From an optimization exercise on the open Yosys and OpenROAD flow, aimed at small area; shortcuts taken in it are not production practice.
At most, simulation tests tie the RTL to the original design; equivalence was not proved.
Function not checked in runs 1 to 3: the RTL went through the layout flow alone.
No activity file was given, so power comes from the tool's default toggle rates.

==> design/flow/run.sh <==
#!/bin/bash
# synth_recipe.tcl (not shown) runs the flow's synth.tcl, then flattens the netlist and writes it again
# the make line also repeats each setting of config.mk as NAME=value (left out here)
make -C /OpenROAD-flow-scripts/flow DESIGN_CONFIG=/design/flow/config.mk WORK_HOME=/design/flow/orfs CLKGATE_MAP_FILE= SYNTH_SCRIPT=/design/flow/synth_recipe.tcl finish
==> design/flow/config.mk <==
export PLATFORM = sky130hd
export DESIGN_NAME = usb_endpoint
export DESIGN_NICKNAME = usb_endpoint
export VERILOG_FILES = /design/flow/design.v
export SDC_FILE = /design/flow/constraint.sdc
export NUM_CORES = 4
export LEC_CHECK = 0
export CAP_MARGIN = 20
export CORE_MARGIN = 2
export CORE_UTILIZATION = 70
export CTS_BUF_LIST = sky130_fd_sc_hd__clkbuf_4
export CTS_CLUSTER_SIZE = 20
export SLEW_MARGIN = 20
==> design/flow/constraint.sdc <==
create_clock -name core_clock -period 10.0 [get_ports {clk}]
set_input_delay 2.0000 -clock core_clock [delete_from_list [all_inputs] [get_ports {clk}]]
set_output_delay 2.0000 -clock core_clock [all_outputs]
set_load 0.01 [all_outputs]
==> design/flow/design.v <==
module fifo_data_buffer
(
    input logic clear, flush,
    input logic clk, n_rst,
    input logic store_tx_data, store_rx_packet_data,
    input logic get_rx_data, get_tx_packet_data,
    input logic [7:0] tx_data, rcv_data,
    output logic [7:0] rx_data, tx_packet_data,
    output logic [6:0] buffer_occupancy
);
    logic s_reset, w_en, r_en;
    logic [7:0] wdata, rdata;
    logic [5:0] wpointer, rpointer;
    logic wrapped;            
    logic [7:0] mem [0:63];
    assign s_reset = clear | flush;
    assign w_en = store_tx_data | store_rx_packet_data;
    assign wdata = store_tx_data ? tx_data : rcv_data;
    assign r_en = get_tx_packet_data | get_rx_data;
    always_ff @(posedge clk, negedge n_rst) begin
        if (!n_rst) begin
            buffer_occupancy <= '0;
            rpointer <= '0;
            wpointer <= '0;
            wrapped <= 1'b0;
        end
        else if (s_reset) begin
            buffer_occupancy <= '0;
            rpointer <= '0;
            wpointer <= '0;
            wrapped <= 1'b0;
        end
        else begin
            if (w_en && !r_en) buffer_occupancy <= buffer_occupancy + 7'd1;
            else if (r_en && !w_en) buffer_occupancy <= buffer_occupancy - 7'd1;
            if (r_en) rpointer <= rpointer + 6'd1;
            if (w_en) begin
                wpointer <= wpointer + 6'd1;
                if (wpointer == 6'd63) wrapped <= 1'b1;
            end
        end
    end
    always_ff @(posedge clk) begin
        if (w_en) mem[wpointer] <= wdata;
    end
    assign rdata = (wrapped || rpointer < wpointer) ? mem[rpointer] : 8'd0;
    assign tx_packet_data = get_tx_packet_data ? rdata : 8'd0;
    assign rx_data = (get_rx_data && !get_tx_packet_data) ? rdata : 8'd0;
endmodule
module ahb_slave
(
    input logic clk,n_rst,
    input logic hsel,hwrite,
    input logic [1:0] htrans,hsize,
    input logic [3:0] haddr,
    input logic [31:0] hwdata,
    input logic [7:0]rx_data,
    input logic rx_data_ready,
    input logic rx_transfer_active,rx_error,
    input logic tx_transfer_active,tx_error,
    input logic pid_in, pid_out, pid_ack, pid_nak,
    input logic [6:0] buffer_occupancy,
    output logic [7:0] tx_data,
    output logic store_tx_data,get_rx_data,
    output logic hready,hresp,
    output logic [3:0] tx_packet,
    output logic clear,
    output logic [31:0] hrdata,
    output logic d_mode
);
    logic nonseq, err_raw, fifo_addr, rd_cmd;
    assign nonseq = (htrans == 2'b10);
    assign err_raw = (hsize == 2'd3) || (hwrite && haddr >= 4'd4 && haddr <= 4'd8) ||
                     (haddr >= 4'd9 && haddr <= 4'd11) || (haddr >= 4'd14);
    assign fifo_addr = (haddr < 4'd4) && (hsize != 2'd3);
    assign rd_cmd = hsel && !hwrite && nonseq;
    logic [3:0] haddr_f;
    logic hwrite_f, err_f, wr_fifo_f, wr12_f, wr13_f;
    logic [1:0] align_f;
    always_ff @(posedge clk, negedge n_rst) begin
        if (!n_rst) begin
            haddr_f <= '0;
            hwrite_f <= 1'b0;
            err_f <= 1'b0;
            wr_fifo_f <= 1'b0;
            wr12_f <= 1'b0;
            wr13_f <= 1'b0;
            align_f <= '0;
        end
        else begin
            haddr_f <= haddr;
            hwrite_f <= hwrite;
            err_f <= err_raw;
            wr_fifo_f <= hwrite && nonseq && fifo_addr;
            wr12_f <= hwrite && nonseq && hsize == 2'd0 && haddr == 4'd12;
            wr13_f <= hwrite && nonseq && hsize == 2'd0 && haddr == 4'd13;
            align_f <= (hsize == 2'd0) ? haddr[1:0] : (hsize == 2'd1) ? {haddr[1], 1'b0} : 2'b00;
        end
    end
    logic [2:0] pos;
    logic [1:0] nm1;
    logic mode_wr;
    logic busy, byte_ph, last;
    assign busy = !(pos[2] && !pos[1]);
    assign byte_ph = !pos[2];
    assign last = (pos[1:0] == nm1);
    always_ff @(posedge clk, negedge n_rst) begin
        if (!n_rst) begin
            pos <= 3'd4;
            nm1 <= '0;
            mode_wr <= 1'b0;
        end
        else if (!busy) begin
            if (hsel && nonseq && fifo_addr) begin
                pos <= hwrite ? 3'd6 : 3'd7;
                mode_wr <= hwrite;
                nm1 <= (hsize == 2'd0) ? 2'd0 : (hsize == 2'd1) ? 2'd1 : 2'd3;
            end
        end
        else if (byte_ph && last) pos <= 3'd4;
        else pos <= pos + 3'd1;
    end
    assign get_rx_data = byte_ph && !mode_wr;
    assign store_tx_data = byte_ph && mode_wr;
    logic [31:0] wdata_q;
    logic [1:0] wsel_q;
    logic wr_data_ph;
    assign wr_data_ph = hsel && wr_fifo_f;
    always_ff @(posedge clk) begin
        if (wr_data_ph) begin
            wdata_q <= hwdata;
            wsel_q <= align_f;
        end
    end
    logic [1:0] tx_idx;
    assign tx_idx = wsel_q + pos[1:0];
    assign tx_data = store_tx_data ? wdata_q[8*tx_idx +: 8] : 8'd0;
    logic [6:0] stat;   
    logic [1:0] er;
    logic [6:0] bo;
    always_ff @(posedge clk, negedge n_rst) begin
        if (!n_rst) begin
            stat <= '0;
            er <= '0;
            bo <= '0;
        end
        else begin
            stat <= {tx_transfer_active, rx_transfer_active,
                     pid_nak, pid_ack, pid_out, pid_in, rx_data_ready};
            er <= {tx_error, rx_error};
            bo <= buffer_occupancy;
        end
    end
    logic [3:0] tx_pac;
    logic flush_ctrl, tta_prev;
    logic [3:0] x;
    always_comb begin
        x = '0;
        case (hwdata)
            32'd1 : x = 4'b0011;
            32'd2 : x = 4'b0010;
            32'd3 : x = 4'b1010;
            32'd4 : x = 4'b1110;
            default: x = '0;
        endcase
    end
    always_ff @(posedge clk, negedge n_rst) begin
        if (!n_rst) begin
            tx_pac <= '0;
            flush_ctrl <= 1'b0;
            tta_prev <= 1'b1;
        end
        else begin
            tta_prev <= tx_transfer_active;
            if (!tx_transfer_active && tta_prev) tx_pac <= '0;
            else if (hsel && wr12_f) tx_pac <= x;
            if (buffer_occupancy == 7'd0) flush_ctrl <= 1'b0;
            else if (hsel && wr13_f) flush_ctrl <= hwdata[0];
        end
    end
    logic hazard;
    assign hazard = hwrite_f && (haddr_f == haddr);
    logic [31:0] nxt_hrdata;
    always_comb begin
        nxt_hrdata = hrdata;
        if (rd_cmd) begin
            if (hazard) nxt_hrdata = hwdata;
            else begin
                case (hsize)
                    2'b00:
                        case (haddr)
                            4'd4: nxt_hrdata = {27'd0, stat[4:0]};
                            4'd5: nxt_hrdata = {22'd0, stat[6:5], 8'd0};
                            4'd6: nxt_hrdata = {31'd0, er[0]};
                            4'd7: nxt_hrdata = {23'd0, er[1], 8'd0};
                            4'd8: nxt_hrdata = {25'd0, bo};
                            4'd12: nxt_hrdata = {28'd0, tx_pac};
                            4'd13: nxt_hrdata = {31'd0, flush_ctrl};
                            default: ;
                        endcase
                    2'b01:
                        case (haddr)
                            4'd4, 4'd5: nxt_hrdata = {22'd0, stat[6:5], 3'd0, stat[4:0]};
                            4'd6, 4'd7: nxt_hrdata = {23'd0, er[1], 7'd0, er[0]};
                            default: ;
                        endcase
                    default: ;
                endcase
            end
        end
        if (get_rx_data) nxt_hrdata[8*pos[1:0] +: 8] = rx_data;
    end
    always_ff @(posedge clk, negedge n_rst) begin
        if (!n_rst) hrdata <= '0;
        else hrdata <= nxt_hrdata;
    end
    assign hresp = hsel && (err_raw || err_f);
    assign hready = !busy && !(hsel && err_raw && !err_f);
    assign clear = flush_ctrl;
    assign tx_packet = tx_pac;
    assign d_mode = !rx_transfer_active;
endmodule
module falling_edge_detect (
    input wire clk, n_rst, dplus_sync,
    output wire d_edge
);
logic dplus_prev;
always_ff @( posedge clk, negedge n_rst ) begin : FF
    if(!n_rst) dplus_prev <= 1'b1;
    else dplus_prev <= dplus_sync;
end
assign d_edge = ~dplus_sync & dplus_prev;
endmodule
module rising_edge_detector (
    input wire clk, n_rst, dplus_sync,
    output wire d_edge
);
logic dplus_prev;
always_ff @( posedge clk, negedge n_rst ) begin : FF
    if(!n_rst) dplus_prev <= 1'b1;
    else dplus_prev <= dplus_sync;
end
assign d_edge = dplus_sync & ~dplus_prev;
endmodule
module usb_tx
(
    input logic clk, n_rst,
    input logic [3:0] tx_packet,
    input logic [6:0] buffer_occupancy,
    input logic [7:0] tx_packet_data,
    output logic tx_transfer_active, tx_error, get_tx_packet_data, Dplus_out, Dminus_out
);
    localparam [3:0] IDLE = 4'd0, ERROR_WAIT = 4'd1, ERROR = 4'd2, WAIT = 4'd3,
                     CLEAR = 4'd4, BUFF_CHECK = 4'd8, SYNC_L = 4'd9,
                     PH_SYNC = 4'd12, PH_PID = 4'd13, PH_DATA = 4'd14, PH_EOP = 4'd15;
    logic [3:0] state, next_state;
    logic [5:0] k;
    logic en, is_data, is_hs;
    assign en = state[3] && state[2];
    assign is_data = (tx_packet == 4'b0011) || (tx_packet == 4'b1011);
    assign is_hs = (tx_packet == 4'b0010) || (tx_packet == 4'b1010);
    always_comb begin
        next_state = state;
        case (state)
            IDLE, ERROR_WAIT: begin
                if (is_data) next_state = BUFF_CHECK;
                else if (is_hs) next_state = SYNC_L;
            end
            ERROR: if (tx_packet == 4'd0) next_state = ERROR_WAIT;
            BUFF_CHECK: next_state = (buffer_occupancy == 7'd0) ? ERROR : SYNC_L;
            SYNC_L: next_state = PH_SYNC;
            PH_SYNC: if (k == 6'd62) next_state = PH_PID;
            PH_PID: begin
                if (k == 6'd62) begin
                    if (is_data) next_state = PH_DATA;
                    else if (is_hs) next_state = PH_EOP;
                end
            end
            PH_DATA: if (k == 6'd62 && buffer_occupancy == 7'd0) next_state = PH_EOP;
            PH_EOP: if (k == 6'd24) next_state = CLEAR;
            CLEAR: next_state = WAIT;
            WAIT: if (tx_packet == 4'd0) next_state = IDLE;
            default: next_state = IDLE;
        endcase
    end
    always_ff @(posedge clk, negedge n_rst) begin
        if (!n_rst) begin
            state <= IDLE;
            k <= '0;
        end
        else begin
            state <= next_state;
            if (state == CLEAR) k <= '0;
            else if (en) k <= k + 6'd1;
        end
    end
    assign tx_transfer_active = state[3];
    assign tx_error = (state == ERROR) || (state == ERROR_WAIT);
    assign get_tx_packet_data = (state == PH_DATA) && (k == 6'd63);
    logic [7:0] sr, pin;
    always_comb begin
        case (state)
            PH_PID: pin = {~tx_packet, tx_packet};
            PH_DATA: pin = tx_packet_data;
            default: pin = 8'b10000000;
        endcase
    end
    always_ff @(posedge clk) begin
        if (state == SYNC_L || k == 6'd63) sr <= pin;
        else if (k[2:0] == 3'd7) sr <= {1'b1, sr[7:1]};
    end
    always_ff @(posedge clk, negedge n_rst) begin
        if (!n_rst) begin
            Dplus_out <= 1'b1;
            Dminus_out <= 1'b0;
        end
        else if (state == PH_EOP) begin
            if (k != 6'd63) begin
                Dplus_out <= (k >= 6'd16);
                Dminus_out <= 1'b0;
            end
        end
        else if (en && k[2:0] == 3'd0 && !sr[0]) begin
            Dplus_out <= ~Dplus_out;
            Dminus_out <= ~Dminus_out;
        end
    end
endmodule
module usb_rx
(
    input wire clk, n_rst, dplus_in, dminus_in,
    output logic rx_transfer_active, rx_error, flush, store_rx_packet_data, rx_data_ready,
    output logic pid_in, pid_out, pid_ack, pid_nak,
    output logic [7:0] rcv_data
);
    localparam [4:0] IDLE = 5'd0, IDLE_E = 5'd1, EOP_S = 5'd2, EOP_E = 5'd3,
                     READ_SYNC = 5'd4, CHECK_SYNC = 5'd5, READ_PID = 5'd6, SEND_PID = 5'd7,
                     ACK_NACK = 5'd8, TOKEN_D1 = 5'd9, SEND_TOKEN1 = 5'd10, TOKEN_D2 = 5'd11,
                     SEND_TOKEN2 = 5'd12, WAIT = 5'd13, FLUSH = 5'd14, DATA_RECV = 5'd15,
                     DATA_SEND = 5'd16, DATA_NS = 5'd17, ERROR = 5'd18;
    logic [4:0] state, next_state;
    logic dp_t, dp_s, dp_p, dm_t, dm_s;
    always_ff @(posedge clk, negedge n_rst) begin
        if (!n_rst) begin
            dp_t <= 1'b1;
            dp_s <= 1'b1;
            dp_p <= 1'b1;
            dm_t <= 1'b0;
            dm_s <= 1'b0;
        end
        else begin
            dp_t <= dplus_in;
            dp_s <= dp_t;
            dp_p <= dp_s;
            dm_t <= dminus_in;
            dm_s <= dm_t;
        end
    end
    logic d_edge, eop, rcving;
    assign rcving = (state[4:2] != 3'd0);
    assign d_edge = dp_s ^ dp_p;
    assign eop = rcving && (dp_s == dm_s);
    logic [2:0] cyc, bits;
    logic full;                  
    logic [6:0] nbytes;
    logic shift_en, byte_received, max_bytes;
    assign shift_en = (cyc == 3'd3);
    assign byte_received = full && (cyc == 3'd4);
    assign max_bytes = (nbytes == 7'd66);
    always_ff @(posedge clk, negedge n_rst) begin
        if (!n_rst) begin
            cyc <= '0;
            bits <= '0;
            full <= 1'b0;
            nbytes <= '0;
        end
        else if (!rcving) begin
            cyc <= '0;
            bits <= '0;
            full <= 1'b0;
            nbytes <= '0;
        end
        else begin
            cyc <= cyc + 3'd1;
            if (shift_en) begin
                bits <= bits + 3'd1;
                full <= (bits == 3'd7);
            end
            if (byte_received) nbytes <= max_bytes ? 7'd1 : nbytes + 7'd1;
        end
    end
    logic d_last;
    always_ff @(posedge clk, negedge n_rst) begin
        if (!n_rst) d_last <= 1'b1;
        else if (rcving && shift_en) d_last <= dp_s;
    end
    always_ff @(posedge clk) begin
        if (shift_en) rcv_data <= {~(dp_s ^ d_last), rcv_data[7:1]};
    end
    logic err_now;
    assign err_now = (state == IDLE_E) || (state == EOP_E);
    always_comb begin
        next_state = state;
        case (state)
            IDLE, IDLE_E: if (d_edge) next_state = READ_SYNC;
            READ_SYNC: begin
                if (eop) next_state = ERROR;
                else if (byte_received) next_state = CHECK_SYNC;
            end
            CHECK_SYNC: begin
                if (eop) next_state = ERROR;
                else if (rcv_data == 8'b10000000) next_state = READ_PID;
                else next_state = ERROR;
            end
            READ_PID: begin
                if (eop) next_state = ERROR;
                else if (byte_received) next_state = SEND_PID;
            end
            SEND_PID: begin
                if (eop) next_state = ERROR;
                else case (rcv_data[3:0])
                    4'b0010, 4'b1010: next_state = ACK_NACK;
                    4'b1001, 4'b0001: next_state = TOKEN_D1;
                    4'b0011, 4'b1011: next_state = FLUSH;
                    default: next_state = ERROR;
                endcase
            end
            ACK_NACK: next_state = eop ? EOP_S : ERROR;
            TOKEN_D1: if (byte_received) next_state = SEND_TOKEN1;
            SEND_TOKEN1: next_state = TOKEN_D2;
            TOKEN_D2: if (byte_received) next_state = SEND_TOKEN2;
            SEND_TOKEN2: next_state = eop ? EOP_S : WAIT;
            FLUSH: next_state = eop ? ERROR : DATA_RECV;
            DATA_RECV: begin
                if (eop || max_bytes) next_state = ERROR;
                else if (byte_received) next_state = DATA_SEND;
            end
            DATA_SEND: begin
                if (eop) next_state = EOP_S;
                else if (!max_bytes && d_edge) next_state = DATA_RECV;
                else next_state = DATA_NS;
            end
            WAIT: if (eop) next_state = EOP_S;
            DATA_NS: begin
                if (eop && !full) next_state = ERROR;
                else if (eop) next_state = EOP_S;
                else if (max_bytes && (d_edge || byte_received)) next_state = ERROR;
                else if (byte_received) next_state = DATA_SEND;
            end
            EOP_S: if (d_edge) next_state = IDLE;
            EOP_E: if (d_edge) next_state = IDLE_E;
            ERROR: if (eop) next_state = EOP_E;
            default: next_state = IDLE;
        endcase
    end
    always_ff @(posedge clk, negedge n_rst) begin
        if (!n_rst) state <= IDLE;
        else state <= next_state;
    end
    assign rx_transfer_active = rcving;
    assign rx_error = err_now || (state == ERROR);
    assign flush = (state == FLUSH);
    assign store_rx_packet_data = (state == SEND_TOKEN1) || (state == SEND_TOKEN2) || (state == DATA_SEND);
    assign rx_data_ready = (state == SEND_TOKEN2) || (state == DATA_SEND);
    logic pid_st;
    assign pid_st = (state == SEND_PID) || (state == ACK_NACK);
    assign pid_in = pid_st && rcv_data[3:0] == 4'b1001;
    assign pid_out = pid_st && rcv_data[3:0] == 4'b0001;
    assign pid_ack = pid_st && rcv_data[3:0] == 4'b0010;
    assign pid_nak = pid_st && rcv_data[3:0] == 4'b1010;
endmodule
module usb_endpoint
(
    input logic clk,
    input logic n_rst,
    input logic hsel,
    input logic [3:0] haddr,
    input logic [1:0] htrans,
    input logic [1:0] hsize,
    input logic hwrite,
    input logic [31:0] hwdata,
    input logic dplus_in,
    input logic dminus_in,
    output logic [31:0] hrdata,
    output logic hresp,
    output logic hready,
    output logic d_mode,
    output logic dplus_out,
    output logic dminus_out
);
    logic rx_data_ready, rx_transfer_active, tx_transfer_active, rx_error, flush;
    logic pid_in, pid_out, pid_ack, pid_nak;
    logic [6:0] buffer_occupancy;
    logic [7:0] rx_data, tx_data, tx_packet_data, rcv_data;
    logic get_rx_data, store_tx_data, clear, tx_error, get_tx_packet_data, store_rx_packet_data;
    logic [3:0] tx_packet;
    ahb_slave SLAVE (
        .clk(clk), .n_rst(n_rst), .hsel(hsel), .hwrite(hwrite), .htrans(htrans),
        .hsize(hsize), .haddr(haddr), .hwdata(hwdata), .rx_data(rx_data),
        .rx_data_ready(rx_data_ready), .rx_transfer_active(rx_transfer_active),
        .rx_error(rx_error), .tx_transfer_active(tx_transfer_active), .tx_error(tx_error),
        .pid_in(pid_in), .pid_out(pid_out), .pid_ack(pid_ack), .pid_nak(pid_nak),
        .buffer_occupancy(buffer_occupancy), .tx_data(tx_data),
        .store_tx_data(store_tx_data), .get_rx_data(get_rx_data), .hready(hready),
        .hresp(hresp), .tx_packet(tx_packet), .clear(clear), .hrdata(hrdata),
        .d_mode(d_mode)
    );
    fifo_data_buffer FIFO_BUFFER (
        .clear(clear), .flush(flush), .clk(clk), .n_rst(n_rst),
        .store_tx_data(store_tx_data), .store_rx_packet_data(store_rx_packet_data),
        .get_rx_data(get_rx_data), .get_tx_packet_data(get_tx_packet_data),
        .tx_data(tx_data), .rcv_data(rcv_data), .rx_data(rx_data),
        .tx_packet_data(tx_packet_data), .buffer_occupancy(buffer_occupancy)
    );
    usb_tx TX_USB (
        .clk(clk), .n_rst(n_rst), .tx_packet(tx_packet),
        .buffer_occupancy(buffer_occupancy), .tx_packet_data(tx_packet_data),
        .tx_transfer_active(tx_transfer_active), .tx_error(tx_error),
        .get_tx_packet_data(get_tx_packet_data), .Dplus_out(dplus_out),
        .Dminus_out(dminus_out)
    );
    usb_rx RX_USB (
        .clk(clk), .n_rst(n_rst), .dplus_in(dplus_in), .dminus_in(dminus_in),
        .rx_transfer_active(rx_transfer_active), .rx_error(rx_error), .flush(flush),
        .store_rx_packet_data(store_rx_packet_data), .rx_data_ready(rx_data_ready),
        .pid_in(pid_in), .pid_out(pid_out), .pid_ack(pid_ack), .pid_nak(pid_nak),
        .rcv_data(rcv_data)
    );
endmodule
==> impl_results.md, run 1 <==
* Status: no timing/DRC/antenna violations
* Setup_tns at 0 ns
* CP Buf/Inv Count at 2
* Fin crit share at a little under two thirds
* Share of layout cells above drive strength 1 at a little over a fifth
* Setup Skew at around 0.076 ns
* Commonest non-fill, non-tap cell in the layout: edfxtp_1
* Max_slew headroom at 17.3%
* Initial antenna violation count at 5
* Register area share after synthesis at roughly 70%
* CP cell instances: clkdlybuf4s50_1 > nor2b_1 > nand2_1 > o221ai_1 > nand2_1 > a31oi_1 > clkdlybuf4s50_1
* Vias at ~18000
* Post-CTS sizing at 0
* Residual DRC at 0
* Power Density at 217 nW/µm²
* Final Critical Period at about 6.4 ns
* Vias per inst at between 6 and 7
* Prevailing post-synth register cell: edfxtp_1
* Total chip power at a little over 7 mW
* Netlist cell types at a little under 90
* Fillers at around 2400
* Net Count, Synth at slightly below 2000
* CTS Buf Count at between 150 and 200
* CP arrival at 4.36 ns
* Die height at about 210 µm
* Initial Util at a little over two thirds
* Row count at 75
* Root buffer cell: clkbuf_4
* Setup violators final at 0
* Fmax at approximately 0.16 GHz
* Hpwl dp at about 45000 µm
* RSZ-0062 raised after global routing: false
* Syn avg cell area at roughly 16 µm²
* Tightest Pin Transition at between 1 and 1.5 ns
* Hold buffers post-CTS at 0
* Worst skew pair latency at about 1.1 ns
* Ys async rst share at a little under a fifth
* First-pass GRT wire length at around 110000 µm
* Ports at 83
* Top delay family on crit path: buffers and inverters
* Post-synth EDFFs at between 500 and 600
* Hold Vio Cnt, Final at 0
* DR WL/cell at about 27 µm
* Die W at 209 µm
* Clock sink total at 690
* Die ar. at 43600 µm²
* Yosys reg bits at 690
* Worst hold path class: reg -> reg
* Cells after synthesis at between 1500 and 2000
* Crit end category: primary output
* Worst VDD drop at approximately 170 µV
* Final net count at ~2100
* Yosys warns at 4
* Total wire length at around 72000 µm
* Max FO, Critical Path at 14
* FF/Latch Area at 20100 µm²
* Tot GR Track Use at ~34%
* DR pass1 iterations at 6
* Core Region at between 40000 and 50000 µm²
* Initial DRC count at ~2100
* Buffers on Ports at 82
* Syn-to-layout area delta at 11.0%
* Critical Path Start Type: primary input
* Hold WS at approximately 0.35 ns
* Vias in the first global route at roughly 18000
* Pleak at around 11 nW
* Highest-count cells in the layout ignoring fill and taps: edfxtp_1 (562), clkbuf_4 (246), nor2_1 (166)
* Max stage delay on crit path at 0.81 ns
* Multi-input logic area at about 8600 µm²
* CTS max path bufs at 3
* Htree depth at 4
* Final worst setup slack at 3.64 ns
* Post-place setup slack at about 3.7 ns
* Syn Std Cell Area at roughly 29000 µm²
* DRT antenna net count at 0
* Critical-path top delay cell: clkdlybuf4s50_1
* RD Place Congestion at between 0.9 and 1
* Max_cap viols at 0
* Total congestion overflow at 0
* Setup Buffers After CTS at 0
* Setup CP Type: in -> out
* CP Data Required Time at approximately 8.0 ns
* Clock-pin slew on the worst setup and hold paths at roughly 0.060 ns
* TritonCTS clock tree: built
* Largest net degree at the start of global routing at approximately 160
* Max Transition Viols Final at 0
-- sequential cells by signal, summed over array words and instances, names as in the netlist, 3 cells and up --
name and cells:
SLAVE.tx_pac 4, RX_USB.nbytes 7, SLAVE.pos 3, RX_USB.cyc 3, FIFO_BUFFER.wpointer 6, RX_USB.bits 3
FIFO_BUFFER.buffer_occupancy 7, SLAVE.wdata_q 32, FIFO_BUFFER.rpointer 6, SLAVE.stat 7, TX_USB.sr 8, TX_USB.k 6
RX_USB.rcv_data 8, SLAVE.hrdata 32, RX_USB.state 5, TX_USB.state 4, SLAVE.haddr_f 4, SLAVE.bo 7
FIFO_BUFFER.mem 512
-- report_power, final --
part / switching (mW) / internal [mW] / leakage, nW / total, mW
combinational: 0.834 / 0.609 / 3.02 / 1.44
clock: 1.11 / 1.12 / 1.21 / 2.24
sequential: 0.134 / 3.27 / 6.71 / 3.40
total: 2.08 / 5.00 / 10.9 / 7.08
-- cells by family (layout without fill, tap and decap cells) --
group           count (synthesis)  after routing  share of synthesized area, %
fa+ha+maj                      31             31                          1.35
simple gates                  461            461                          7.80
compound gates                330            330                          8.20
buf+inv                       128            423                          2.20
flops                         690            690                          68.4
mux                           191            191                          11.2
xor+xnor                       29             29                         0.865
other cells                     0              5                             0
-- path summary, 6_finish.rpt --
kind | start | end | slack, ns | depth (start not counted)
setup / recovery | haddr[2] | hready | 3.64 | 7
hold / removal | RX_USB.dm_t$_DFF_PN0_ | RX_USB.dm_s$_DFF_PN0_ | 0.35 | 0
setup reg to reg | RX_USB.state[2]$_DFFE_PN0P_ | FIFO_BUFFER.mem[55][4]$_DFFE_PP_ | 5.94 | 5
hold reg to reg | RX_USB.dm_t$_DFF_PN0_ | RX_USB.dm_s$_DFF_PN0_ | 0.35 | 0
max in group asynchronous | n_rst | RX_USB.dm_s$_DFF_PN0_ | 7.45 | 2
min in group asynchronous | n_rst | SLAVE.tx_pac[1]$_DFFE_PN0P_ | 1.07 | 1
-- final cells by class --
class	instances	share of cell area, %
clock inverter	40	0.579
timing repair buffer	104	3.12
clock buffer	246	5.66
inverter	33	0.380
antenna	5	0.0384
multi-input combinational	1042	26.5
sequential	690	61.6
tap	539	2.07
-- worst reg2reg max path, delay by kind of cell (launching register included) --
family,cells,cell delay [ns]
compound gates,2,0.63
simple gates,3,2.44
flops,1,0.61
-- synth_stat cells, drive strengths merged, types with 12 or more instances --
library cell | n | area share [%]
o22ai | 31 | 0.66
dfrtp | 121 | 10
o211ai | 27 | 0.71
ha | 30 | 1.3
xnor2 | 20 | 0.60
nor4 | 15 | 0.38
mux4 | 108 | 8.3
o21ai | 45 | 0.78
buf | 56 | 1.3
a221oi | 14 | 0.42
inv | 33 | 0.42
nor2 | 167 | 2.1
nor2b | 14 | 0.30
clkbuf | 39 | 0.50
nand2 | 87 | 1.1
nor3 | 24 | 0.44
a221o | 28 | 0.95
nand3 | 47 | 0.80
mux2 | 20 | 0.77
nand3b | 12 | 0.31
or3 | 14 | 0.30
mux2i | 63 | 2.1
a21oi | 46 | 0.78
a22oi | 34 | 0.87
edfxtp | 562 | 57
and2 | 13 | 0.28
-- per-stage QoR --
stage          util [%]  std cells  instance area (µm²)
5_1_grt            78.3       2698                32600
4_1_cts            78.1       2693                32600
6_report           78.3       2699                32600
3_5_place_dp       73.3       2407                30500
2_1_floorplan         -       1860                29400
3_3_place_gp       73.3       2407                30500
-- layer usage --
| layer | up-vias | track usage [%] | share of wire [%] | wire, µm |
|---|---|---|---|---|
| met5 | - | 0 | 0.014 | 10 |
| met4 | 2 | 17.7 | 4.7 | 3370 |
| met3 | 166 | 8.90 | 9.8 | 7050 |
| met2 | 1129 | 51.3 | 47 | 33500 |
| met1 | 8958 | 46.3 | 39 | 27700 |
| li1 | 7863 | - | - | - |
==> inputs of run 2 (changes only) <==
--- a/design/flow/design.v
+++ b/design/flow/design.v
@@ -44,5 +44,20 @@
         if (w_en) mem[wpointer] <= wdata;
     end
-    assign rdata = (wrapped || rpointer < wpointer) ? mem[rpointer] : 8'd0;
+    logic [7:0] sa, sb;
+    logic [7:0] rmux;
+    logic [7:0][7:0] grp;
+    always_comb begin
+        for (int i = 0; i < 8; i++) begin
+            sa[i] = (rpointer[2:0] == i);
+            sb[i] = (rpointer[5:3] == i);
+        end
+        rmux = '0;
+        for (int k = 0; k < 8; k++) begin
+            grp[k] = '0;
+            for (int j = 0; j < 8; j++) grp[k] = grp[k] | ({8{sa[j]}} & mem[8*k+j]);
+            rmux = rmux | ({8{sb[k]}} & grp[k]);
+        end
+    end
+    assign rdata = (wrapped || rpointer < wpointer) ? rmux : 8'd0;
     assign tx_packet_data = get_tx_packet_data ? rdata : 8'd0;
     assign rx_data = (get_rx_data && !get_tx_packet_data) ? rdata : 8'd0;
--- a/design/flow/config.mk
+++ b/design/flow/config.mk
@@ -8,6 +8,7 @@
 export CAP_MARGIN = 20
 export CORE_MARGIN = 2
-export CORE_UTILIZATION = 70
-export CTS_BUF_LIST = sky130_fd_sc_hd__clkbuf_4
-export CTS_CLUSTER_SIZE = 20
+export CORE_UTILIZATION = 65
+export CTS_BUF_LIST = sky130_fd_sc_hd__clkbuf_8
+export CTS_CLUSTER_DIAMETER = 60
+export CTS_CLUSTER_SIZE = 15
 export SLEW_MARGIN = 20
==> run 2 against run 1 <==
Net effect:
- still clean on timing, DRC and antenna
- sequential share of layout area up 3.9 points
- fmax down 0.13%
- worst hold slack better by 0.0096 ns
- cell count down 4.0%
- design area down 6.0%
- sequential cell count unchanged
- via count up 0.33%
- synthesized area down 3.4%
- synthesized cell count up 3.7%
- register-to-register slack worse by 0.11 ns
==> impl_results.md, run 2 <==
* Syn Std Cell Area at 28400 µm² (-3.4%)
* Clock-pin slew on the worst setup and hold paths at 0.09 ns (+0.03 ns)
* Setup Buffers After CTS at 0 (unchanged)
* Residual DRC at 0 (unchanged)
* Tightest Pin Transition at 1.15 ns (-0.0879 ns)
* Die height at 213 µm (+2.0%)
* DRT antenna net count at 0 (unchanged)
* CP Data Required Time at 8.00 ns (about the same)
* CP arrival at 4.37 ns (about the same)
* Highest-count cells in the layout ignoring fill and taps: edfxtp_1 (562), a222oi_1 (152), nor2_1 (140)
* TritonCTS clock tree: built
* Total congestion overflow at 0 (unchanged)
* Crit end category: primary output
* Core Region at 43100 µm² (+3.4%)
* Htree depth at 2 (-2)
* Synth top area cells: edfxtp_1 (59%), dfrtp_1 (11%), a222oi_1 (5.4%)
* RSZ-0062 raised after global routing: false
* Ports at 83 (unchanged)
* Prevailing post-synth register cell: edfxtp_1
* Clock sink total at 690 (unchanged)
* Commonest cells in the netlist: edfxtp_1 (562), a222oi_1 (152), nor2_1 (140), nand2_1 (134), dfrtp_1 (121)
* R2r setup slk at 5.83 ns (-0.11 ns)
* Max FFs per register at 512 (unchanged)
* Max FO, Critical Path at 15 (+1)
* Die ar. at 45300 µm² (+4.0%)
* Fillers at 2872 (+19%)
* Largest net degree at the start of global routing at 70 (-57%)
* Net Count, Synth at 2010 (+3.8%)
* Syn-to-layout area delta at 7.98%
* Hpwl dp at 44800 µm (about the same)
* Row count at 76 (+1.3%)
* Final net count at 2053 (-2.9%)
* Worst skew pair latency at 0.72 ns (-0.33 ns)
* Yosys warns at 4 (unchanged)
* Pleak at 10.3 nW (-5.5%)
* Dpl cells at 2499 (+3.8%)
* Biggest regs: FIFO_BUFFER.mem: 512 flops, SLAVE.hrdata: 32 flops, SLAVE.wdata_q: 32 flops
* Final Cell Area at 30600 µm² (-6.0%)
* Root buffer cell: clkbuf_8
* DR pass1 iterations at 11 (+5)
* CTS Buf Count at 55 (-67%)
* Max_cap viols at 0 (unchanged)
* Status: no timing/DRC/antenna violations
* Max Transition Viols Final at 0 (unchanged)
* Initial antenna violation count at 0 (-5)
* Setup_tns at 0 ns (unchanged)
* Ant. Diodes at 0 (-5)
* Area fraction of the dominant cell type after synthesis at 59.5% (+2.0 points)
* Hold Vio Cnt, Final at 0 (unchanged)
* Commonest non-fill, non-tap cell in the layout: edfxtp_1
* First-pass GRT wire length at 107000 µm (-0.65%)
* Fin crit share at 63.7% (+0.083 points)
* Netlist cell types at 83 (-5.7%)
* Total wire length at 71100 µm (-0.73%)
* Post-CTS sizing at 0 (unchanged)
* Ys async rst share at 18.6% (unchanged)
* Vias per inst at 7.02 (+4.5%)
* Yosys top cell by area: edfxtp_1
* Setup CP Type: in -> out
* Top reg by flops: FIFO_BUFFER.mem
* Vias in the first global route at 17264 (-4.0%)
* Vias at 18177 (+0.33%)
* Syn avg cell area at 14.7 µm² (-6.9%)
* Die W at 213 µm (+2.0%)
* FF/Latch Area at 20100 µm² (about the same)
* Critical Path Start Type: primary input
* Total chip power at 6.89 mW (-2.7%)
* Buffers on Ports at 82 (unchanged)
* Share of layout cells above drive strength 1 at 8.68% (-12 points)
* Hold buffers post-CTS at 0 (unchanged)
* RD Place Congestion at 0.923 (+1.4%)
* Yosys reg bits at 690 (unchanged)
* Register area share after synthesis at 70.8% (+2.4 points)
* DR WL/cell at 27.5 µm (+3.5%)
* Power Density at 225 nW/µm² (+3.6%)
* Area after DPL at 29600 µm² (-3.0%)
* Setup violators final at 0 (unchanged)
* Fmax at 0.157 GHz (-0.13%)
* Post-synth EDFFs at 562 (unchanged)
* Hold WS at 0.361 ns (+0.00960 ns)
* Final core occ at 71.1% (-7.1 points)
* Final worst setup slack at 3.63 ns (-0.00829 ns)
* Tot GR Track Use at 31.8% (-2.0 points)
* Final Critical Period at 6.37 ns (+0.00829 ns)
* Worst VDD drop at 157 µV (-6.4%)
* Worst hold path class: reg -> reg
* Cells after synthesis at 1929 (+3.7%)
* CTS max path bufs at 3 (unchanged)
* Initial DRC count at 2915 (+41%)
* Max_slew headroom at 22.6% (+5.3 points)
* Post-place setup slack at 3.65 ns (-0.0419 ns)
* Most common cell in the netlist: edfxtp_1
* Initial Util at 65.9% (-4.6 points)
* Multi-input logic area at 7660 µm² (-11%)
* Setup Skew at 0.0365 ns (-0.0395 ns)
* Finished Layout Cells at 2590 (-4.0%)
-- run 2: logic make-up after synthesis --
logic type	after synthesis	synth area share, %
DFF	690	70.8
AOI/OAI and AO/OA	509	14.1
and+or+nand+nor	467	8.27
buffers and inverters	157	2.40
muxes	46	2.08
adders and majority gates	35	1.57
xor gates and xnor gates	25	0.772
-- run 2: worst paths after layout --
kind                                                     start                           to  cells after the start
max                                                   haddr[1]                        hresp                      7
min                                      RX_USB.dp_t$_DFF_PN1_        RX_USB.dp_s$_DFF_PN1_                      0
max reg2reg                FIFO_BUFFER.rpointer[0]$_DFFE_PN0P_       TX_USB.sr[3]$_DFFE_PP_                      9
min reg2reg                              RX_USB.dp_t$_DFF_PN1_        RX_USB.dp_s$_DFF_PN1_                      0
max in group asynchronous                                n_rst  RX_USB.state[2]$_DFFE_PN0P_                      2
min in group asynchronous                                n_rst      TX_USB.k[5]$_DFFE_PN0P_                      1
-- run 2: critical path: stages --
cell and delay, ns:
clkdlybuf4s50_1 0.85, nor2_1 0.25, nor2b_1 0.17, nor2_1 0.06, o31ai_1 0.33, o21a_1 0.17
clkdlybuf4s50_1 0.54
-- run 2: routing by layer --
layer	GRT usage [%]	routed length (µm)	vias to the layer above
li1	-	-	7856
met1	45.2	27900	9117
met2	50.1	33400	1059
met3	5.68	7090	145
met4	12.0	2730	0
met5	0	0	-
-- run 2: layout make-up --
type	count	share of cell area, %
inverters	35	0.429
well taps	585	2.39
clock buffers	57	2.56
multi-input cells	1082	25.0
repair buffers	108	3.31
clock inverters	33	0.743
flip-flops and latches	690	65.6
-- run 2: report_power, final --
| part | internal (mW) | switching, mW |
|---|---|---|
| logic | 0.680 | 1.24 |
| clock network | 0.589 | 0.921 |
| registers | 3.29 | 0.167 |
| total | 4.56 | 2.33 |
==> inputs of run 3 (changes only) <==
--- a/design/flow/config.mk
+++ b/design/flow/config.mk
@@ -9,6 +9,6 @@
 export CORE_MARGIN = 2
 export CORE_UTILIZATION = 65
-export CTS_BUF_LIST = sky130_fd_sc_hd__clkbuf_8
+export CTS_BUF_LIST = sky130_fd_sc_hd__clkbuf_16
 export CTS_CLUSTER_DIAMETER = 60
-export CTS_CLUSTER_SIZE = 15
+export CTS_CLUSTER_SIZE = 40
 export SLEW_MARGIN = 20
==> run 3 against run 2 <==
Net effect:
- sequential cell count did not move
- global-route usage about the same
- clock skew down 0.0023 ns
- total power increased by 6.8%
- sequential power is essentially flat
- setup slack hardly changed
- highest routed layer unchanged
==> impl_results.md, run 3 <==
* Status: no timing/DRC/antenna violations
* Syn-to-layout area delta at 9.77%
* Setup CP Type: in -> out
* Total wire length at 71200 µm (+0.16%)
* Area after DPL at 29600 µm² (unchanged)
* HP Start: RX_USB.dm_t$_DFF_PN0_
* Final Critical Period at 6.37 ns (-0.000100 ns)
* Max Transition Viols Final at 0 (unchanged)
* Worst hold path class: reg -> reg
* Initial Util at 65.9% (unchanged)
* Most common cell in the netlist: edfxtp_1
* CP Launch Point: haddr[1]
* Root buffer cell: clkbuf_16
* First-pass GRT wire length at 107000 µm (+0.15%)
* Pleak at 10.5 nW (+1.5%)
* Hpwl dp at 44800 µm (unchanged)
* Hold Vio Cnt, Final at 0 (unchanged)
* Highest-count cells in the layout ignoring fill and taps: edfxtp_1 (562), a222oi_1 (152), nor2_1 (140)
* Row count at 76 (unchanged)
* Synth top area cells: edfxtp_1 (59%), dfrtp_1 (11%), a222oi_1 (5.4%)
* Setup_tns at 0 ns (unchanged)
* Clock sink total at 690 (unchanged)
* Netlist cell types at 83 (unchanged)
* Tot GR Track Use at 31.9% (about the same)
* Ys async rst share at 18.6% (unchanged)
* Vias at 18093 (-0.46%)
* Initial DRC count at 2945 (+1.0%)
* Final net count at 2039 (-0.68%)
* Commonest non-fill, non-tap cell in the layout: edfxtp_1
* Max FFs per register at 512 (unchanged)
* CP cell instances: clkdlybuf4s50_1 > nor2_1 > nor2b_1 > nor2_1 > o31ai_1 > o21a_1 > clkdlybuf4s50_1
* Area fraction of the dominant cell type after synthesis at 59.5% (unchanged)
* Setup Skew at 0.0342 ns (-0.00234 ns)
* Total congestion overflow at 0 (unchanged)
* Max_cap viols at 0 (unchanged)
* Tightest Pin Transition at 1.15 ns (-0.00187 ns)
* CP Buf/Inv Count at 2 (unchanged)
* Biggest regs: FIFO_BUFFER.mem: 512 flops, SLAVE.hrdata: 32 flops, SLAVE.wdata_q: 32 flops
* Prevailing post-synth register cell: edfxtp_1
* Worst skew pair latency at 0.61 ns (-0.11 ns)
* Total chip power at 7.36 mW (+6.8%)
* Ant. Diodes at 0 (unchanged)
* Setup violators final at 0 (unchanged)
* Top delay family on crit path: buffers and inverters
* Setup Buffers After CTS at 0 (unchanged)
* Yosys top cell by area: edfxtp_1
* Ports at 83 (unchanged)
* Initial antenna violation count at 0 (unchanged)
* Vias in the first global route at 17239 (-0.14%)
* CP Data Required Time at 8.00 ns (about the same)
* Power Density at 236 nW/µm² (+5.0%)
* DRT antenna net count at 0 (unchanged)
* Hold buffers post-CTS at 0 (unchanged)
* Htree depth at 2 (unchanged)
* Largest net degree at the start of global routing at 70 (unchanged)
* RSZ-0062 raised after global routing: false
* Top reg by flops: FIFO_BUFFER.mem
* Share of layout cells above drive strength 1 at 9.09% (+0.41 points)
* Max stage delay on crit path at 0.84 ns (about the same)
* Crit end category: primary output
* R2r startpoint: FIFO_BUFFER.rpointer[0]$_DFFE_PN0P_
* Vias per inst at 7.02 (about the same)
* Critical Path Start Type: primary input
* CTS max path bufs at 3 (unchanged)
* Syn avg cell area at 14.7 µm² (unchanged)
* TritonCTS clock tree: built
* Residual DRC at 0 (unchanged)
* Worst VDD drop at 164 µV (+4.6%)
* Die ar. at 45300 µm² (unchanged)
* Core Region at 43100 µm² (unchanged)
* Commonest cells in the netlist: edfxtp_1 (562), a222oi_1 (152), nor2_1 (140), nand2_1 (134), dfrtp_1 (121)
* Clock-pin slew on the worst setup and hold paths at 0.09 ns (about the same)
* R2r setup slk at 5.83 ns (about the same)
* CP arrival at 4.37 ns (about the same)
* Yosys reg bits at 690 (unchanged)
* Die W at 213 µm (unchanged)
* Fin crit share at 63.7% (about the same)
* Die height at 213 µm (unchanged)
* Net Count, Synth at 2010 (unchanged)
* Max_slew headroom at 22.7% (+0.13 points)
* Cells after synthesis at 1929 (unchanged)
* Post-CTS sizing at 0 (unchanged)
* Fmax at 0.157 GHz (about the same)
* Final Cell Area at 31100 µm² (+1.7%)
* Syn Std Cell Area at 28400 µm² (unchanged)
* Yosys warns at 4 (unchanged)
* DR pass1 iterations at 9 (-2)
* Register area share after synthesis at 70.8% (unchanged)
* RD Place Congestion at 0.923 (unchanged)
* Critical-path top delay cell: clkdlybuf4s50_1
* CTS Buf Count at 41 (-25%)
* Buffers on Ports at 82 (unchanged)
* DR WL/cell at 27.6 µm (+0.70%)
* Max FO, Critical Path at 15 (unchanged)
* Post-synth EDFFs at 562 (unchanged)
-- run 3: cell counts after synthesis --
Identical to the previous run, type by type.
-- run 3: power breakdown --
group          internal (mW)  switching, mW  leakage, nW
clock network          0.896           1.08        0.737
registers               3.29          0.167         6.65
logic                  0.680           1.24         3.11
total                   4.87           2.49         10.5
-- run 3: area by class of cell --
class | instances | area (µm²)
multi-input combinational | 1082 | 7660
fill | 2826 | 11900
sequential | 690 | 20100
timing repair buffer | 108 | 1010
clock buffer | 43 | 1080
clock inverter | 33 | 444
inverter | 35 | 131
tap | 585 | 732
-- run 3: cell families (layout without fill, tap and decap cells) --
group	count (synthesis)	in the layout	share of synthesized area, %
simple gates	467	467	8.27
flops	690	690	70.8
xor+xnor	25	25	0.772
buf+inv	157	219	2.40
fa+ha+maj	35	35	1.57
compound gates	509	509	14.1
mux	46	46	2.08
-- run 3: final timing paths --
| check | endpoint | cells past startpoint |
|---|---|---|
| max in group asynchronous | RX_USB.state[2]$_DFFE_PN0P_ | 2 |
| max | hresp | 7 |
| max reg2reg | TX_USB.sr[0]$_DFFE_PP_ | 9 |
| min in group asynchronous | TX_USB.k[5]$_DFFE_PN0P_ | 1 |
| min | RX_USB.dm_s$_DFF_PN0_ | 0 |
| min reg2reg | RX_USB.dm_s$_DFF_PN0_ | 0 |
-- run 3: metrics by stage --
step	setup slack [ns]	hold WS, ns	utilization [%]	instances
floorplan	5.02	0.331	-	1929
global placement	3.67	0.336	68.8	2499
global route	3.36	0.373	72.3	2576
detailed placement	3.65	0.344	68.8	2499
finish	3.63	0.360	72.3	2576
CTS	3.65	0.362	72.3	2575
-- run 3: per-layer routing --
layer | track usage (%) | up-vias | wire [µm]
met5 | 0 | - | 0
met4 | 12.0 | 0 | 2820
met3 | 5.72 | 150 | 7020
met2 | 50.2 | 1048 | 33600
met1 | 45.2 | 9045 | 27800
li1 | - | 7850 | -
==> inputs of run 4 (changes only) <==
--- a/design/flow/design.v
+++ b/design/flow/design.v
@@ -11,6 +11,7 @@
     logic s_reset, w_en, r_en;
     logic [7:0] wdata, rdata;
+    logic [6:0] wcount, rcount;   
     logic [5:0] wpointer, rpointer;
-    logic wrapped;            
+    logic wrapped;                
     logic [7:0] mem [0:63];
     assign s_reset = clear | flush;
@@ -18,23 +19,22 @@
     assign wdata = store_tx_data ? tx_data : rcv_data;
     assign r_en = get_tx_packet_data | get_rx_data;
+    assign wpointer = wcount[5:0];
+    assign rpointer = rcount[5:0];
+    assign buffer_occupancy = wcount - rcount;
     always_ff @(posedge clk, negedge n_rst) begin
         if (!n_rst) begin
-            buffer_occupancy <= '0;
-            rpointer <= '0;
-            wpointer <= '0;
+            rcount <= '0;
+            wcount <= '0;
             wrapped <= 1'b0;
         end
         else if (s_reset) begin
-            buffer_occupancy <= '0;
-            rpointer <= '0;
-            wpointer <= '0;
+            rcount <= '0;
+            wcount <= '0;
             wrapped <= 1'b0;
         end
         else begin
-            if (w_en && !r_en) buffer_occupancy <= buffer_occupancy + 7'd1;
-            else if (r_en && !w_en) buffer_occupancy <= buffer_occupancy - 7'd1;
-            if (r_en) rpointer <= rpointer + 6'd1;
+            if (r_en) rcount <= rcount + 7'd1;
             if (w_en) begin
-                wpointer <= wpointer + 6'd1;
+                wcount <= wcount + 7'd1;
                 if (wpointer == 6'd63) wrapped <= 1'b1;
             end
@@ -377,9 +377,8 @@
     assign eop = rcving && (dp_s == dm_s);
     logic [2:0] cyc, bits;
-    logic full;                  
     logic [6:0] nbytes;
     logic shift_en, byte_received, max_bytes;
     assign shift_en = (cyc == 3'd3);
-    assign byte_received = full && (cyc == 3'd4);
+    assign byte_received = (bits == 3'd0) && (cyc == 3'd4);
     assign max_bytes = (nbytes == 7'd66);
     always_ff @(posedge clk, negedge n_rst) begin
@@ -387,5 +386,4 @@
             cyc <= '0;
             bits <= '0;
-            full <= 1'b0;
             nbytes <= '0;
         end
@@ -393,13 +391,9 @@
             cyc <= '0;
             bits <= '0;
-            full <= 1'b0;
             nbytes <= '0;
         end
         else begin
             cyc <= cyc + 3'd1;
-            if (shift_en) begin
-                bits <= bits + 3'd1;
-                full <= (bits == 3'd7);
-            end
+            if (shift_en) bits <= bits + 3'd1;
             if (byte_received) nbytes <= max_bytes ? 7'd1 : nbytes + 7'd1;
         end
@@ -458,5 +452,5 @@
             WAIT: if (eop) next_state = EOP_S;
             DATA_NS: begin
-                if (eop && !full) next_state = ERROR;
+                if (eop && bits != 3'd0) next_state = ERROR;
                 else if (eop) next_state = EOP_S;
                 else if (max_bytes && (d_edge || byte_received)) next_state = ERROR;
--- a/design/flow/config.mk
+++ b/design/flow/config.mk
@@ -8,7 +8,7 @@
 export CAP_MARGIN = 20
 export CORE_MARGIN = 2
-export CORE_UTILIZATION = 65
-export CTS_BUF_LIST = sky130_fd_sc_hd__clkbuf_16
+export CORE_UTILIZATION = 50
+export CTS_BUF_LIST = sky130_fd_sc_hd__clkbuf_8
 export CTS_CLUSTER_DIAMETER = 60
-export CTS_CLUSTER_SIZE = 40
+export CTS_CLUSTER_SIZE = 15
 export SLEW_MARGIN = 20
==> run 4 against run 3 <==
Net effect:
- fmax up 2.6%
- clock skew up 0.015 ns
- design area down 2.1%
- count of clock-buffer cells in the layout up 15
- largest cell class unchanged
- critical path type unchanged
- critical path depth down 2
- core utilization down 17 points
==> impl_results.md, run 4 <==
* Max FFs per register at 512 (unchanged)
* Tightest Pin Transition at 1.10 ns (-0.0552 ns)
* Share of layout cells above drive strength 1 at 8.04% (-1.1 points)
* Most common cell in the netlist: edfxtp_1
* Power Density at 208 nW/µm² (-12%)
* Worst hold path class: reg -> reg
* Combinational share of power at 23.7% (-2.4 points)
* First-pass GRT wire length at 112000 µm (+4.9%)
* Critical Path Start Type: primary input
* Yosys top cell by area: edfxtp_1
* Cells after synthesis at 1929 (unchanged)
* Die ar. at 58000 µm² (+28%)
* Prevailing post-synth register cell: edfxtp_1
* Worst VDD drop at 134 µV (-18%)
* Vias in the first global route at 17405 (+0.96%)
* Max_slew headroom at 26.4% (+3.7 points)
* Setup violators final at 0 (unchanged)
* Clock power frac at 23.4% (-3.4 points)
* Ys async rst share at 17.8% (-0.71 points)
* Sw Pwr at 2.03 mW (-18%)
* Initial antenna violation count at 1 (+1)
* Detail Route met3 WL at 5690 µm (-19%)
* Pleak at 10.1 nW (-3.3%)
* Metal2 WL at 35600 µm (+6.0%)
* Vias at 17896 (-1.1%)
* Worst skew pair latency at 0.72 ns (+0.11 ns)
* Status: no timing/DRC/antenna violations
* Ports at 83 (unchanged)
* CTS max path bufs at 3 (unchanged)
* Vias per inst at 6.50 (-7.4%)
* Sw Ratio at 32.0% (-1.8 points)
* Fmax at 0.161 GHz (+2.6%)
* Crit end category: primary output
* Net Count, Synth at 2011 (+0.050%)
* Final Critical Period at 6.21 ns (-0.161 ns)
* Max Transition Viols Final at 0 (unchanged)
* Row count at 86 (+13%)
* DR WL/cell at 27.4 µm (-0.74%)
* Yosys warns at 4 (unchanged)
* Dpl cells at 2663 (+6.6%)
* CTS Buf Count at 57 (+39%)
* Total congestion overflow at 0 (unchanged)
* CP Launch Point: haddr[1]
* Largest net degree at the start of global routing at 70 (unchanged)
* Setup Skew at 0.0491 ns (+0.0149 ns)
* Highest-count cells in the layout ignoring fill and taps: edfxtp_1 (562), nand2_1 (173), a222oi_1 (172)
* Setup CP Type: in -> out
* P_int at 4.32 mW (-11%)
* Final net count at 2056 (+0.83%)
* Yosys reg bits at 684 (-0.87%)
* DR top layer: met4
* Max stage delay on crit path at 0.88 ns (+0.04 ns)
* Reg power frac at 52.9% (+5.9 points)
* Total wire length at 75500 µm (+6.0%)
* Hpwl dp at 46400 µm (+3.7%)
* RSZ-0062 raised after global routing: false
* Netlist cell types at 78 (-6.0%)
* DR pass1 iterations at 11 (+2)
* Hold Vio Cnt, Final at 0 (unchanged)
* Syn Std Cell Area at 28000 µm² (-1.2%)
* TritonCTS clock tree: built
* DRT met1 WL at 31400 µm (+13%)
* Critical-path top delay cell: clkdlybuf4s50_1
* Commonest cells in the netlist: edfxtp_1 (562), nand2_1 (173), a222oi_1 (172), nor2_1 (148), dfrtp_1 (115)
* Area fraction of the dominant cell type after synthesis at 60.2% (+0.71 points)
* Htree depth at 2 (unchanged)
* Max_cap viols at 0 (unchanged)
* Biggest regs: FIFO_BUFFER.mem: 512 flops, SLAVE.hrdata: 32 flops, SLAVE.wdata_q: 32 flops
* Buffers on Ports at 82 (unchanged)
* RD Place Congestion at 0.899 (-2.5%)
* Final core occ at 55.1% (-17 points)
* CP Data Required Time at 8.00 ns (about the same)
* DRT antenna net count at 0 (unchanged)
* Fin crit share at 62.1% (-1.6 points)
* Max FO, Critical Path at 18 (+3)
* Tot GR Track Use at 26.1% (-5.8 points)
* Commonest non-fill, non-tap cell in the layout: edfxtp_1
* Die W at 241 µm (+13%)
* Clock sink total at 684 (-0.87%)
* Register area share after synthesis at 71.1% (+0.31 points)
* HP Start: RX_USB.dm_t$_DFF_PN0_
* CP arrival at 4.21 ns (-0.16 ns)
* Setup Buffers After CTS at 0 (unchanged)
* Clock-pin slew on the worst setup and hold paths at 0.10 ns (about the same)
* Die height at 241 µm (+13%)
* Top reg by flops: FIFO_BUFFER.mem
* R2r startpoint: FIFO_BUFFER.rcount[0]$_DFFE_PN0P_
* Setup_tns at 0 ns (unchanged)
* Synth top area cells: edfxtp_1 (60%), dfrtp_1 (10%), a222oi_1 (6.1%)
* Syn-to-layout area delta at 8.76%
* Syn avg cell area at 14.5 µm² (-1.2%)
* Residual DRC at 0 (unchanged)
* Final worst setup slack at 3.79 ns (+0.161 ns)
* Hold WS at 0.353 ns (-0.00764 ns)
* CP cell instances: clkdlybuf4s50_1 > nor2_1 > o31ai_1 > o21a_1 > clkdlybuf4s50_1
* Fillers at 4519 (+60%)
* Hold buffers post-CTS at 0 (unchanged)
* Initial Util at 50.7% (-15 points)
* Post-CTS sizing at 0 (unchanged)
* Post-synth EDFFs at 562 (unchanged)
* Initial DRC count at 2395 (-19%)
* Post-place setup slack at 3.82 ns (+0.176 ns)
* Finished Layout Cells at 2752 (+6.8%)
* Core Region at 55300 µm² (+28%)
* Root buffer cell: clkbuf_8
* CP dominant cell by count: clkdlybuf4s50_1
-- run 4: changes by cell type in the layout (fill, tap and decap cells not counted), sizes merged, moves of 10 or more --
cell    previous run  this run
nand2            135       173
o32ai             33         6
o22ai             31        52
a21oi             75        55
a222oi           152       172
a22oi             51        34
clkbuf            44        58
o211ai             3        13
-- run 4: power groups by stage --
stage | combinational [mW] | clock, mW | sequential, mW
3_5_place_dp | 1.49 | 0 | 3.42
3_3_place_gp | 1.49 | 0 | 3.42
2_1_floorplan | 0.951 | 0 | 3.36
6_report | 1.51 | 1.49 | 3.36
4_1_cts | 1.50 | 1.52 | 3.36
5_1_grt | 1.62 | 1.62 | 3.37
-- run 4: metal layers --
metal / GRT usage [%] / vias up
met3: 3.43 / 149
met4: 10.2 / 0
met1: 36.9 / 9078
li1: - / 7831
met5: 0 / -
met2: 41.4 / 838
-- run 4: final cells by class --
type                    count  area, µm²  share of cell area (%)
flip-flops and latches    684      19900                    65.4
multi-input cells        1083       7470                    24.5
repair buffers            106        998                    3.27
well taps                 748        936                    3.07
clock buffers              58        798                    2.62
clock inverters            30        193                   0.632
inverters                  42        158                   0.517
diodes                      1       2.50                 0.00821
-- run 4: cells by family after synthesis --
family                     after synthesis  share of synthesized area, %
buffers and inverters                  162                          2.43
xor gates and xnor gates                32                          1.00
muxes                                   37                          1.76
adders and majority gates               36                          1.63
AOI/OAI and AO/OA                      483                          13.8
and+or+nand+nor                        495                          8.31
DFF                                    684                          71.1
-- run 4: worst paths after layout --
path | to | slack, ns | depth (start not counted)
max reg2reg | TX_USB.sr[1]$_DFFE_PP_ | 5.49 | 9
min | RX_USB.dm_s$_DFF_PN0_ | 0.35 | 0
min reg2reg | RX_USB.dm_s$_DFF_PN0_ | 0.35 | 0
max in group asynchronous | SLAVE.stat[5]$_DFF_PN0_ | 7.26 | 2
max | hresp | 3.79 | 5
min in group asynchronous | TX_USB.Dminus_out$_DFFE_PN0P_ | 1.44 | 1
-- run 4: worst max-delay path: cells and delay by family --
| kind | cells | cell delay, ns |
|---|---|---|
| simple gates | 1 | 0.18 |
| buf+inv | 2 | 1.41 |
| compound gates | 2 | 0.61 |
-- run 4: metrics by stage --
stage	total power, mW	area (µm²)
floorplan	4.31	28000
global placement	4.91	29500
detailed placement	4.91	29500
CTS	6.38	30500
global route	6.62	30500
finish	6.35	30500
==> inputs of run 5 (changes only) <==
--- a/design/flow/config.mk
+++ b/design/flow/config.mk
@@ -8,5 +8,5 @@
 export CAP_MARGIN = 20
 export CORE_MARGIN = 2
-export CORE_UTILIZATION = 50
+export CORE_UTILIZATION = 65
 export CTS_BUF_LIST = sky130_fd_sc_hd__clkbuf_8
 export CTS_CLUSTER_DIAMETER = 60
==> run 5 against run 4 <==
Net effect:
- still clean on timing, DRC and antenna
- total power fell by 0.93%
- die area fell by 23%
- design area down 0.83%
- sequential power hardly changed
- non-clock buffer count rose by 1
- clock power hardly changed
==> impl_results.md, run 5 <==
* Max Transition Viols Final at 0 (unchanged)
* Crit end category: primary output
* Commonest cells in the netlist: edfxtp_1 (562), nand2_1 (173), a222oi_1 (172), nor2_1 (148), dfrtp_1 (115)
* Net Count, Synth at 2011 (unchanged)
* Die W at 212 µm (-12%)
* Max FO, Critical Path at 18 (unchanged)
* Power Density at 208 nW/µm² (-0.10%)
* DR WL/cell at 27.8 µm (+1.4%)
* Status: no timing/DRC/antenna violations
* Critical R2R Capture: TX_USB.sr[1]$_DFFE_PP_
* Critical Path Start Type: primary input
* First-pass GRT wire length at 106000 µm (-5.2%)
* Biggest regs: FIFO_BUFFER.mem: 512 flops, SLAVE.hrdata: 32 flops, SLAVE.wdata_q: 32 flops
* Vias per inst at 7.08 (+8.8%)
* Core Region at 42800 µm² (-23%)
* Area fraction of the dominant cell type after synthesis at 60.2% (unchanged)
* Buffers on Ports at 82 (unchanged)
* Cells after synthesis at 1929 (unchanged)
* DRT antenna net count at 0 (unchanged)
* TritonCTS clock tree: built
* Syn avg cell area at 14.5 µm² (unchanged)
* Setup violators final at 0 (unchanged)
* R2r startpoint: FIFO_BUFFER.rcount[2]$_DFFE_PN0P_
* Share of layout cells above drive strength 1 at 7.73% (-0.31 points)
* Clock sink total at 684 (unchanged)
* Residual DRC at 0 (unchanged)
* Setup CP Type: in -> out
* Max_cap viols at 0 (unchanged)
* Top delay family on crit path: buffers and inverters
* CP Data Required Time at 8.00 ns (about the same)
* Yosys reg bits at 684 (unchanged)
* Yosys warns at 4 (unchanged)
* Final Critical Period at 6.22 ns (+0.0114 ns)
* Fmax at 0.161 GHz (-0.18%)
* Register area share after synthesis at 71.1% (unchanged)
* Worst VDD drop at 158 µV (+18%)
* Root buffer cell: clkbuf_8
* CP cell instances: clkdlybuf4s50_1 > nor2_1 > o31ai_1 > o21a_1 > clkdlybuf4s50_1
* RSZ-0062 raised after global routing: false
* Ports at 83 (unchanged)
* Syn Std Cell Area at 28000 µm² (unchanged)
* Fin crit share at 62.2% (+0.11 points)
* Setup_tns at 0 ns (unchanged)
* Tot GR Track Use at 31.9% (+5.9 points)
* R2r setup slk at 5.39 ns (-0.10 ns)
* Netlist cell types at 78 (unchanged)
* Setup Buffers After CTS at 0 (unchanged)
* Initial DRC count at 2903 (+21%)
* CP dominant cell by count: clkdlybuf4s50_1
* Vias in the first global route at 17228 (-1.0%)
* Die height at 212 µm (-12%)
* Min-Delay Endpoint: RX_USB.dp_s$_DFF_PN1_
* Ys async rst share at 17.8% (unchanged)
* CP arrival at 4.22 ns (about the same)
* HP Start: RX_USB.dp_t$_DFF_PN1_
* Synth top area cells: edfxtp_1 (60%), dfrtp_1 (10%), a222oi_1 (6.1%)
* Top reg by flops: FIFO_BUFFER.mem
* RD Place Congestion at 0.916 (+1.9%)
* Max_slew headroom at 30.8% (+4.4 points)
* Hold WS at 0.360 ns (+0.00741 ns)
* Post-synth EDFFs at 562 (unchanged)
* Hold Vio Cnt, Final at 0 (unchanged)
* Hold depth at 0 (unchanged)
* Ant. Diodes at 0 (-1)
* CP Buf/Inv Count at 2 (unchanged)
* Prevailing post-synth register cell: edfxtp_1
* Max stage delay on crit path at 0.93 ns (+0.05 ns)
* Setup Skew at 0.0414 ns (-0.00771 ns)
* Pleak at 10.2 nW (+0.41%)
* Post-CTS sizing at 0 (unchanged)
* Hold buffers post-CTS at 0 (unchanged)
* DR pass1 iterations at 13 (+2)
* Highest-count cells in the layout ignoring fill and taps: edfxtp_1 (562), nand2_1 (173), a222oi_1 (172)
* Initial antenna violation count at 0 (-1)
* Max FFs per register at 512 (unchanged)
* Syn-to-layout area delta at 7.86%
* Fillers at 2909 (-36%)
* Total wire length at 71000 µm (-5.9%)
* CTS Buf Count at 55 (-3.5%)
* Largest net degree at the start of global routing at 69 (-1.4%)
* CTS max path bufs at 3 (unchanged)
* Final net count at 2055 (-0.049%)
* Row count at 76 (-12%)
* Die ar. at 44800 µm² (-23%)
* Initial Util at 65.5% (+15 points)
* Worst skew pair latency at 0.71 ns (about the same)
* Most common cell in the netlist: edfxtp_1
* Hpwl dp at 44400 µm (-4.3%)
* Htree depth at 2 (unchanged)
* Worst hold path class: reg -> reg
* Total congestion overflow at 0 (unchanged)
* Critical-path top delay cell: clkdlybuf4s50_1
* Commonest non-fill, non-tap cell in the layout: edfxtp_1
* Yosys top cell by area: edfxtp_1
* Vias at 18058 (+0.91%)
* Clock-pin slew on the worst setup and hold paths at 0.09 ns (about the same)
* Tightest Pin Transition at 1.03 ns (-0.0650 ns)
* R2r worst-path depth at 9 (unchanged)
[run 5: cells by family (layout without fill, tap and decap cells)]
family / after synthesis / after routing / synth area share, %
AOI/OAI and AO/OA: 483 / 483 / 13.8
xor gates and xnor gates: 32 / 32 / 1.00
adders and majority gates: 36 / 36 / 1.63
buffers and inverters: 162 / 239 / 2.43
DFF: 684 / 684 / 71.1
muxes: 37 / 37 / 1.76
and+or+nand+nor: 495 / 495 / 8.31
[run 5: per-layer routing]
metal | GRT usage [%] | up-vias | routed length (µm)
met4 | 11.4 | 0 | 2480
met5 | 0 | - | 0
met3 | 5.33 | 156 | 7280
met1 | 45.0 | 9000 | 27200
li1 | - | 7818 | -
met2 | 51.2 | 1084 | 34100
[run 5: metrics by stage]
| step | std cells | util, % | setup slack (ns) | power, mW | instance area (µm²) |
|---|---|---|---|---|---|
| 2_1_floorplan | 1929 | - | 5.09 | 4.31 | 28000 |
| 3_3_place_gp | 2461 | 68.4 | 3.79 | 4.85 | 29200 |
| 3_5_place_dp | 2461 | 68.4 | 3.81 | 4.86 | 29200 |
| 4_1_cts | 2551 | 70.7 | 3.81 | 6.29 | 30200 |
| 5_1_grt | 2552 | 70.7 | 3.60 | 6.53 | 30200 |
| 6_report | 2552 | 70.7 | 3.78 | 6.29 | 30200 |
[run 5: layout make-up]
type | count | area [µm²] | share of cell area (%)
well taps | 546 | 683 | 2.26
clock inverters | 34 | 220 | 0.728
repair buffers | 107 | 1000 | 3.32
inverters | 42 | 158 | 0.521
clock buffers | 56 | 771 | 2.55
multi-input cells | 1083 | 7470 | 24.7
flip-flops and latches | 684 | 19900 | 65.9
[run 5: worst max-delay path by stage]
stage,slack (ns),from,endpoint,depth (start not counted)
floorplan,5.09,haddr[0],hresp,5
global placement,3.79,haddr[1],hresp,5
detailed placement,3.81,haddr[1],hresp,5
CTS,3.81,haddr[1],hresp,5
global route,3.60,haddr[1],hresp,5
finish,3.78,haddr[1],hresp,5
[run 5: power by group]
part	total, mW	switching (mW)	leakage, nW	internal, mW
registers	3.36	0.132	6.59	3.23
logic	1.46	0.930	3.02	0.531
clock network	1.47	0.911	0.580	0.559
total	6.29	1.97	10.2	4.32

[re-timing with driven ports]
Ports are ideal in the flow. The routed layouts listed here were re-timed in OpenROAD. Step 1, drivers: a clkbuf_16 drives clk and a buf_2 each remaining input, both assumed. Step 2, shift: input delay + t, output delay - t, t = (earliest + latest rising clock arrival at the registers) / 2. This alone moves slack from input paths to output paths. a / b / c = ideal ports / drivers / drivers and shift; a / b = the first two.
run	t (ns)	slack for setup (ns)	pins driven straight from the clock port
run 1	1.064	3.641 / 3.617 / 3.617	1
run 2	0.755	3.633 / 3.599 / 3.599	1
run 3	0.657	3.633 / 3.600 / 3.600	1
run 4	0.748	3.795 / 3.765 / 3.765	1
run 5	0.744	3.783 / 3.758 / 3.758	1
After both steps every run listed still meets setup and hold. For run 2, which loses most, drivers alone change the setup slack by -0.034 ns; drivers and shift together by -0.034 ns.
